This is an optimization exercise on Yosys and OpenROAD, whose aim is small area and a short achievable clock period, not a production implementation. The RTL was checked by simulation tests, not by an equivalence proof against the original design. The clock port is modelled as an ideal driver, which makes a skipped or thinned clock tree look cheaper than it is; a real chip needs a root buffer or a tree. Power figures rest on the tool's default switching activity, not on a simulated workload.

==> build 94: inputs <==
## Base_Router
module Base_Router(  clk, reset,
							eastReqUpStr,  eastGntUpStr,  eastUpStrFull,  eastPacketIn,
							eastReqDnStr,  eastGntDnStr,  eastDnStrFull,  eastPacketOut,
							northReqUpStr, northGntUpStr, northUpStrFull, northPacketIn,
							northReqDnStr, northGntDnStr, northDnStrFull, northPacketOut,
							westReqUpStr,  westGntUpStr , westUpStrFull,  westPacketIn,
							westReqDnStr,  westGntDnStr,  westDnStrFull,  westPacketOut,
							southReqUpStr, southGntUpStr, southUpStrFull, southPacketIn,
							southReqDnStr, southGntDnStr, southDnStrFull, southPacketOut,
							localReqUpStr, localGntUpStr, localUpStrFull, localPacketIn,
							localReqDnStr, localGntDnStr, localDnStrFull, localPacketOut);
==> module FIFO, before the edit <==
module FIFO (clk, reset, reqUpStr, gntUpStr, full, rdReq, rdGnt, empty, readAddr,
             routeSel, PacketIn, PacketOut, hopOut);
parameter packetwidth = 55;
parameter addressWidth = 4;
input clk;
input reset;
input reqUpStr;
output reg gntUpStr;
output reg full;               
reg fullInt;                   
input rdReq;
output rdGnt;
output reg empty;
output reg [addressWidth-1:0] readAddr;
input [(1<<addressWidth)-1:0] routeSel;    
input [packetwidth-1:0] PacketIn;
output [packetwidth-1:0] PacketOut;
output [2:0] hopOut;                      
reg [addressWidth-1:0] writeAddr;
reg EnableGnt;
wire wrGnt = reqUpStr & ~fullInt & EnableGnt;
assign rdGnt = rdReq & ~empty;
wire [addressWidth-1:0] one = {{(addressWidth-1){1'b0}}, 1'b1};
reg [addressWidth-1:0] count;
wire wEqRm1 = (count == {addressWidth{1'b1}});                      
wire wEqRm2 = (count == {{(addressWidth-1){1'b1}}, 1'b0});          
wire wEqRp1 = (count == one);                                      
wire fullMove  = wrGnt ? (rdGnt ? wEqRm1 : (wEqRm2 & (readAddr != 0))) : 1'b0;
wire fullNext  = fullMove | (~wrGnt & ~rdGnt & fullInt);
wire fullNextOut = fullMove | (~wrGnt & ~rdGnt & full);    
wire emptyNext = wrGnt ? (rdGnt ? 1'b0 : wEqRm1)
                       : (rdGnt ? wEqRp1 : empty);
wire [addressWidth-1:0] writeAddrInc = writeAddr + one;
reg wrEn;
always @(posedge clk)
  wrEn <= wrGnt;
wire [(1<<addressWidth)-1:0] writeSel = {{((1<<addressWidth)-1){1'b0}}, wrEn} << writeAddr;
always @(posedge clk or negedge reset)
  if (!reset) begin
    writeAddr <= 0;
    readAddr  <= 0;
    count     <= 0;
    EnableGnt <= 1'b1;
    empty     <= 1'b1;
  end else begin
    if (wrGnt) writeAddr <= writeAddrInc;
    if (rdGnt) readAddr  <= readAddr + one;
    if (wrGnt != rdGnt) count <= wrGnt ? count + one : count - one;
    EnableGnt <= ~reqUpStr | (EnableGnt & ~wrGnt);
    empty     <= emptyNext;
  end
always @(posedge clk)
  if (!reset) begin
    gntUpStr <= 1'b0;
    full     <= 1'b0;
    fullInt  <= 1'b0;
  end else begin
    gntUpStr <= wrGnt;
    full     <= fullNextOut;
    fullInt  <= fullNext;
  end
ram #(.packetwidth(packetwidth), .addressWidth(addressWidth)) fifoBuffer (
  .clk(clk), .writeSel(writeSel), .routeSel(routeSel), .readAddr(readAddr),
  .dataIn(PacketIn), .dataOut(PacketOut), .hopOut(hopOut));
endmodule
export LEC_CHECK = 0
export CAP_MARGIN = 50
export CORE_MARGIN = 2
export CORE_UTILIZATION = 65
export PLACE_DENSITY = 0.85
export SETUP_SLACK_MARGIN = 2.8
export SLEW_MARGIN = 50
export TNS_END_PERCENT = 100
create_clock -name core_clock -period 5.0 [get_ports {clk}]
standard.sh (not shown) runs the stock make flow with config.mk's settings and CLKGATE_MAP_FILE= SYNTH_SCRIPT=/design/flow/synth_recipe.tcl, a recipe that flattens the netlist after the stock synthesis.
==> flow/flow/run.sh <==
#!/bin/bash
# Own layout flow: the standard ORFS flow (standard.sh), with
#  - output flip-flops (and the gates driving their D pins) placed in the rows
#    next to their output ports before global placement and held there while
#    the rest is placed (place_out_cells.tcl, unfix_out_cells.tcl), so the
#    clock-to-output paths are short;
#  - a balanced clock tree of inverters (clock_tree.tcl, via cts_hook.tcl) in
#    place of TritonCTS, for a shorter clock insertion delay;
#  - port buffers of a fixed type, free resizing, and timing repair by resizing
#    and buffering only (no gate cloning or load splitting).
# Each stage's full output goes to log_<stage>.txt in the work folder.
set -uo pipefail
W=$(pwd)
F=$W/flow
ARGS=(
  "PRE_GLOBAL_PLACE_TCL=$F/place_out_cells.tcl"
  "POST_GLOBAL_PLACE_TCL=$F/unfix_out_cells.tcl"
  "PRE_CTS_TCL=$F/cts_hook.tcl"
  "BUFFER_PORTS_ARGS=-buffer_cell sky130_fd_sc_hd__buf_2"
  "MATCH_CELL_FOOTPRINT=0"
  "SETUP_MOVE_SEQUENCE=unbuffer,sizeup,swap,buffer"
)
for stage in synth floorplan place cts route finish; do
  echo "=== $stage $(date)"
  if ! bash standard.sh "${ARGS[@]}" $stage > "$W/log_$stage.txt" 2>&1; then
    echo "stage $stage failed"; tail -30 "$W/log_$stage.txt"; exit 1
  fi
done
ls -la out/
==> flow/flow/clock_tree.tcl <==
# Clock tree of inverters, built level by level from the flip-flops up by
# recursive bisection (compact groups of equal size), with an even number of
# inverting levels so every flip-flop sees the rising clock edge. Replaces
# TritonCTS in the cts step (see cts_hook.tcl).
namespace eval ctree {
  # per level, from the leaves up: {master max_fanout}
  variable levels {
    {sky130_fd_sc_hd__inv_12 20}
    {sky130_fd_sc_hd__inv_12  6}
    {sky130_fd_sc_hd__inv_16  5}
    {sky130_fd_sc_hd__inv_16 12}
  }
  variable prefix ctree
  variable use_bbox 1
}

proc ctree::bisect {items maxn} {
  if {[llength $items] <= $maxn} { return [list $items] }
  set xs [lmap it $items {lindex $it 0}]
  set ys [lmap it $items {lindex $it 1}]
  set dx [expr {[tcl::mathfunc::max {*}$xs] - [tcl::mathfunc::min {*}$xs]}]
  set dy [expr {[tcl::mathfunc::max {*}$ys] - [tcl::mathfunc::min {*}$ys]}]
  set idx [expr {$dx >= $dy ? 0 : 1}]
  set sorted [lsort -integer -index $idx $items]
  set n [llength $sorted]
  set groups [expr {($n + $maxn - 1) / $maxn}]
  set left [expr {int(round(double($n) * ($groups / 2) / $groups))}]
  if {$left < 1} { set left 1 }
  return [concat [ctree::bisect [lrange $sorted 0 [expr {$left - 1}]] $maxn] \
                 [ctree::bisect [lrange $sorted $left end] $maxn]]
}

proc ctree::bboxcenter {grp} {
  set xs [lmap it $grp {lindex $it 0}]
  set ys [lmap it $grp {lindex $it 1}]
  return [list [expr {([tcl::mathfunc::min {*}$xs] + [tcl::mathfunc::max {*}$xs]) / 2}] \
               [expr {([tcl::mathfunc::min {*}$ys] + [tcl::mathfunc::max {*}$ys]) / 2}]]
}

proc ctree::centroid {grp} {
  set sx 0; set sy 0
  foreach it $grp { set sx [expr {$sx + [lindex $it 0]}]; set sy [expr {$sy + [lindex $it 1]}] }
  set n [llength $grp]
  return [list [expr {$sx / $n}] [expr {$sy / $n}]]
}

proc ctree::make_inv {block master name x y} {
  set inst [odb::dbInst_create $block $master $name]
  set w [$master getWidth]; set h [$master getHeight]
  $inst setLocation [expr {int($x - $w / 2)}] [expr {int($y - $h / 2)}]
  $inst setPlacementStatus PLACED
  set net [odb::dbNet_create $block "${name}_n"]
  $net setSigType CLOCK
  set out ""; set in ""
  foreach it [$inst getITerms] {
    if {[$it isOutputSignal]} { set out $it } elseif {[$it isInputSignal]} { set in $it }
  }
  $out connect $net
  return [list $inst $net $in]
}

proc ctree::build {clkname} {
  variable levels; variable prefix
  set db [ord::get_db]
  set block [ord::get_db_block]
  set clk [$block findNet $clkname]
  $clk setSigType CLOCK
  set items {}
  foreach it [$clk getITerms] {
    set bb [[$it getInst] getBBox]
    lappend items [list [expr {([$bb xMin] + [$bb xMax]) / 2}] [expr {([$bb yMin] + [$bb yMax]) / 2}] $it]
  }
  set nsinks [llength $items]
  foreach it $items { [lindex $it 2] disconnect }
  set lv 0
  set counts {}
  while {1} {
    if {$lv < [llength $levels]} { lassign [lindex $levels $lv] mname fo } else { lassign [lindex $levels end] mname fo }
    set master [$db findMaster $mname]
    set remaining_odd [expr {$lv % 2}]
    # the last level has a single inverter; stop when one group is left and the
    # number of levels built so far makes the polarity right
    set groups [ctree::bisect $items $fo]
    set next {}
    set k 0
    foreach grp $groups {
      if {$lv == 0 || !$ctree::use_bbox} { lassign [ctree::centroid $grp] cx cy } else { lassign [ctree::bboxcenter $grp] cx cy }
      lassign [ctree::make_inv $block $master "${prefix}_${lv}_${k}" $cx $cy] inst net in
      foreach s $grp { [lindex $s 2] connect $net }
      lappend next [list $cx $cy $in]
      incr k
    }
    lappend counts $k
    incr lv
    set items $next
    if {[llength $items] == 1 && $lv % 2 == 0} break
  }
  [lindex $items 0 2] connect $clk
  puts "ctree: $nsinks sinks, $lv inverter levels, inverters per level (leaf first): $counts"
}
Other scripts of this flow, unchanged in this note and not shown: flow/flow/cts_hook.tcl, flow/flow/place_out_cells.tcl, flow/flow/unfix_out_cells.tcl
==> trial 83 (differences from build 94) <==
--- a/flow/design.v
+++ b/flow/design.v
@@ -34,5 +34,5 @@
 input reset;
 input reqUpStr;
-output reg gntUpStr;
+output reg gntUpStr;           
 output reg full;               
 reg fullInt;                   
@@ -47,11 +47,11 @@
 reg [addressWidth-1:0] writeAddr;
 reg EnableGnt;
+reg [(1<<addressWidth)-1:0] writeSel;
 wire wrGnt = reqUpStr & ~fullInt & EnableGnt;
 assign rdGnt = rdReq & ~empty;
 wire [addressWidth-1:0] one = {{(addressWidth-1){1'b0}}, 1'b1};
-reg [addressWidth-1:0] count;
-wire wEqRm1 = (count == {addressWidth{1'b1}});                      
-wire wEqRm2 = (count == {{(addressWidth-1){1'b1}}, 1'b0});          
-wire wEqRp1 = (count == one);                                      
+wire wEqRm1 = (writeAddr == readAddr - one);            
+wire wEqRm2 = (writeAddr == readAddr - one - one);      
+wire wEqRp1 = (writeAddr == readAddr + one);            
 wire fullMove  = wrGnt ? (rdGnt ? wEqRm1 : (wEqRm2 & (readAddr != 0))) : 1'b0;
 wire fullNext  = fullMove | (~wrGnt & ~rdGnt & fullInt);
@@ -60,13 +60,10 @@
                        : (rdGnt ? wEqRp1 : empty);
 wire [addressWidth-1:0] writeAddrInc = writeAddr + one;
-reg wrEn;
-always @(posedge clk)
-  wrEn <= wrGnt;
-wire [(1<<addressWidth)-1:0] writeSel = {{((1<<addressWidth)-1){1'b0}}, wrEn} << writeAddr;
+always @(posedge clk)
+  writeSel <= {{((1<<addressWidth)-1){1'b0}}, wrGnt} << writeAddrInc;
 always @(posedge clk or negedge reset)
   if (!reset) begin
     writeAddr <= 0;
     readAddr  <= 0;
-    count     <= 0;
     EnableGnt <= 1'b1;
     empty     <= 1'b1;
@@ -74,5 +71,4 @@
     if (wrGnt) writeAddr <= writeAddrInc;
     if (rdGnt) readAddr  <= readAddr + one;
-    if (wrGnt != rdGnt) count <= wrGnt ? count + one : count - one;
     EnableGnt <= ~reqUpStr | (EnableGnt & ~wrGnt);
     empty     <= emptyNext;
CORE_UTILIZATION = 72   (was 65)
PLACE_DENSITY = unset   (was 0.85)
SETUP_SLACK_MARGIN = 2.9   (was 2.8)
==> build 89 (differences from build 94) <==
--- a/flow/design.v
+++ b/flow/design.v
@@ -34,5 +34,5 @@
 input reset;
 input reqUpStr;
-output reg gntUpStr;
+output reg gntUpStr;           
 output reg full;               
 reg fullInt;                   
@@ -47,11 +47,11 @@
 reg [addressWidth-1:0] writeAddr;
 reg EnableGnt;
+reg [(1<<addressWidth)-1:0] writeSel;
 wire wrGnt = reqUpStr & ~fullInt & EnableGnt;
 assign rdGnt = rdReq & ~empty;
 wire [addressWidth-1:0] one = {{(addressWidth-1){1'b0}}, 1'b1};
-reg [addressWidth-1:0] count;
-wire wEqRm1 = (count == {addressWidth{1'b1}});                      
-wire wEqRm2 = (count == {{(addressWidth-1){1'b1}}, 1'b0});          
-wire wEqRp1 = (count == one);                                      
+wire wEqRm1 = (writeAddr == readAddr - one);            
+wire wEqRm2 = (writeAddr == readAddr - one - one);      
+wire wEqRp1 = (writeAddr == readAddr + one);            
 wire fullMove  = wrGnt ? (rdGnt ? wEqRm1 : (wEqRm2 & (readAddr != 0))) : 1'b0;
 wire fullNext  = fullMove | (~wrGnt & ~rdGnt & fullInt);
@@ -60,13 +60,10 @@
                        : (rdGnt ? wEqRp1 : empty);
 wire [addressWidth-1:0] writeAddrInc = writeAddr + one;
-reg wrEn;
-always @(posedge clk)
-  wrEn <= wrGnt;
-wire [(1<<addressWidth)-1:0] writeSel = {{((1<<addressWidth)-1){1'b0}}, wrEn} << writeAddr;
+always @(posedge clk)
+  writeSel <= {{((1<<addressWidth)-1){1'b0}}, wrGnt} << writeAddrInc;
 always @(posedge clk or negedge reset)
   if (!reset) begin
     writeAddr <= 0;
     readAddr  <= 0;
-    count     <= 0;
     EnableGnt <= 1'b1;
     empty     <= 1'b1;
@@ -74,5 +71,4 @@
     if (wrGnt) writeAddr <= writeAddrInc;
     if (rdGnt) readAddr  <= readAddr + one;
-    if (wrGnt != rdGnt) count <= wrGnt ? count + one : count - one;
     EnableGnt <= ~reqUpStr | (EnableGnt & ~wrGnt);
     empty     <= emptyNext;
PLACE_DENSITY = unset   (was 0.85)
SETUP_SLACK_MARGIN = 3.0   (was 2.8)
==> trial 91 (differences from build 94) <==
--- a/flow/design.v
+++ b/flow/design.v
@@ -34,5 +34,5 @@
 input reset;
 input reqUpStr;
-output reg gntUpStr;
+output reg gntUpStr;           
 output reg full;               
 reg fullInt;                   
@@ -47,11 +47,11 @@
 reg [addressWidth-1:0] writeAddr;
 reg EnableGnt;
+reg [(1<<addressWidth)-1:0] writeSel;
 wire wrGnt = reqUpStr & ~fullInt & EnableGnt;
 assign rdGnt = rdReq & ~empty;
 wire [addressWidth-1:0] one = {{(addressWidth-1){1'b0}}, 1'b1};
-reg [addressWidth-1:0] count;
-wire wEqRm1 = (count == {addressWidth{1'b1}});                      
-wire wEqRm2 = (count == {{(addressWidth-1){1'b1}}, 1'b0});          
-wire wEqRp1 = (count == one);                                      
+wire wEqRm1 = (writeAddr == readAddr - one);            
+wire wEqRm2 = (writeAddr == readAddr - one - one);      
+wire wEqRp1 = (writeAddr == readAddr + one);            
 wire fullMove  = wrGnt ? (rdGnt ? wEqRm1 : (wEqRm2 & (readAddr != 0))) : 1'b0;
 wire fullNext  = fullMove | (~wrGnt & ~rdGnt & fullInt);
@@ -60,13 +60,10 @@
                        : (rdGnt ? wEqRp1 : empty);
 wire [addressWidth-1:0] writeAddrInc = writeAddr + one;
-reg wrEn;
-always @(posedge clk)
-  wrEn <= wrGnt;
-wire [(1<<addressWidth)-1:0] writeSel = {{((1<<addressWidth)-1){1'b0}}, wrEn} << writeAddr;
+always @(posedge clk)
+  writeSel <= {{((1<<addressWidth)-1){1'b0}}, wrGnt} << writeAddrInc;
 always @(posedge clk or negedge reset)
   if (!reset) begin
     writeAddr <= 0;
     readAddr  <= 0;
-    count     <= 0;
     EnableGnt <= 1'b1;
     empty     <= 1'b1;
@@ -74,5 +71,4 @@
     if (wrGnt) writeAddr <= writeAddrInc;
     if (rdGnt) readAddr  <= readAddr + one;
-    if (wrGnt != rdGnt) count <= wrGnt ? count + one : count - one;
     EnableGnt <= ~reqUpStr | (EnableGnt & ~wrGnt);
     empty     <= emptyNext;
--- a/flow/flow/run.sh
+++ b/flow/flow/run.sh
@@ -7,6 +7,6 @@
 #  - a balanced clock tree of inverters (clock_tree.tcl, via cts_hook.tcl) in
 #    place of TritonCTS, for a shorter clock insertion delay;
-#  - port buffers of a fixed type, free resizing, and timing repair by resizing
-#    and buffering only (no gate cloning or load splitting).
+#  - port buffers of a fixed type, free resizing, and timing repair aimed at the
+#    worst paths only.
 # Each stage's full output goes to log_<stage>.txt in the work folder.
 set -uo pipefail
@@ -19,5 +19,4 @@
   "BUFFER_PORTS_ARGS=-buffer_cell sky130_fd_sc_hd__buf_2"
   "MATCH_CELL_FOOTPRINT=0"
-  "SETUP_MOVE_SEQUENCE=unbuffer,sizeup,swap,buffer"
 )
 for stage in synth floorplan place cts route finish; do
--- a/flow/flow/clock_tree.tcl
+++ b/flow/flow/clock_tree.tcl
@@ -7,10 +7,9 @@
   variable levels {
     {sky130_fd_sc_hd__inv_12 20}
-    {sky130_fd_sc_hd__inv_12  6}
-    {sky130_fd_sc_hd__inv_16  5}
-    {sky130_fd_sc_hd__inv_16 12}
+    {sky130_fd_sc_hd__inv_16  8}
+    {sky130_fd_sc_hd__inv_16  6}
+    {sky130_fd_sc_hd__inv_16  8}
   }
   variable prefix ctree
-  variable use_bbox 1
 }
 
@@ -29,11 +28,4 @@
   return [concat [ctree::bisect [lrange $sorted 0 [expr {$left - 1}]] $maxn] \
                  [ctree::bisect [lrange $sorted $left end] $maxn]]
-}
-
-proc ctree::bboxcenter {grp} {
-  set xs [lmap it $grp {lindex $it 0}]
-  set ys [lmap it $grp {lindex $it 1}]
-  return [list [expr {([tcl::mathfunc::min {*}$xs] + [tcl::mathfunc::max {*}$xs]) / 2}] \
-               [expr {([tcl::mathfunc::min {*}$ys] + [tcl::mathfunc::max {*}$ys]) / 2}]]
 }
 
@@ -85,5 +77,5 @@
     set k 0
     foreach grp $groups {
-      if {$lv == 0 || !$ctree::use_bbox} { lassign [ctree::centroid $grp] cx cy } else { lassign [ctree::bboxcenter $grp] cx cy }
+      lassign [ctree::centroid $grp] cx cy
       lassign [ctree::make_inv $block $master "${prefix}_${lv}_${k}" $cx $cy] inst net in
       foreach s $grp { [lindex $s 2] connect $net }
PLACE_DENSITY = unset   (was 0.85)
SETUP_SLACK_MARGIN = 2.7   (was 2.8)
==> notes <==
Of build 89 and build 94, build 94 has the higher via count (gap 4.6%, measured against build 94).
The lowest combinational power belongs to trial 91, the highest to build 94.
Against trial 91, the synthesized cell count of build 94 is smaller by 0.82%.
Of trial 91 and build 94, build 94 has the higher register-to-register slack (gap 0.04 ns).
Critical path depth is the same in trial 83 and trial 91.
Power, lowest first: build 94, trial 91, trial 83, build 89.
Sequential cell count: trial 91 is higher than build 94 (55).
Sequential share of layout area, lowest first: build 94, build 89, trial 83, trial 91.
Clock skew: trial 83 < trial 91 < build 89 < build 94.
No run of this note takes its clock network from TritonCTS; it comes from the design's own scripts or RTL.

-- re-timing with driven ports --
The flow's constraints put no driver on any port. The routed layouts listed below were extracted and timed again, unchanged, in two steps.
Step 1, drivers: a clkbuf_16 drives clk and a buf_2 each remaining input, both assumed.
Step 2 times the ports against the registers' clock, not the clock port: input delays grow and output delays shrink by t, the midpoint of the rising clock arrivals with the driver on.
Three values: ideal ports, drivers, drivers and shift; two values: the first two.
run	shift t [ns]	setup slack, ns	worst setup path after step 2	slew at the worst register clock pin (ns)
build 94	0.770	2.717 / 2.623 / 2.330	input to register	0.09 / 0.09
trial 83	0.758	2.625 / 2.625 / 2.169	input to register	0.09 / 0.09
build 89	0.762	2.690 / 2.683 / 2.125	input to register	0.09 / 0.09
trial 91	0.796	2.679 / 2.594 / 2.351	input to register	0.09 / 0.09
After both steps every run listed still meets setup and hold. For build 89, which loses most, drivers alone change the setup slack by -0.007 ns; drivers and shift together by -0.565 ns.
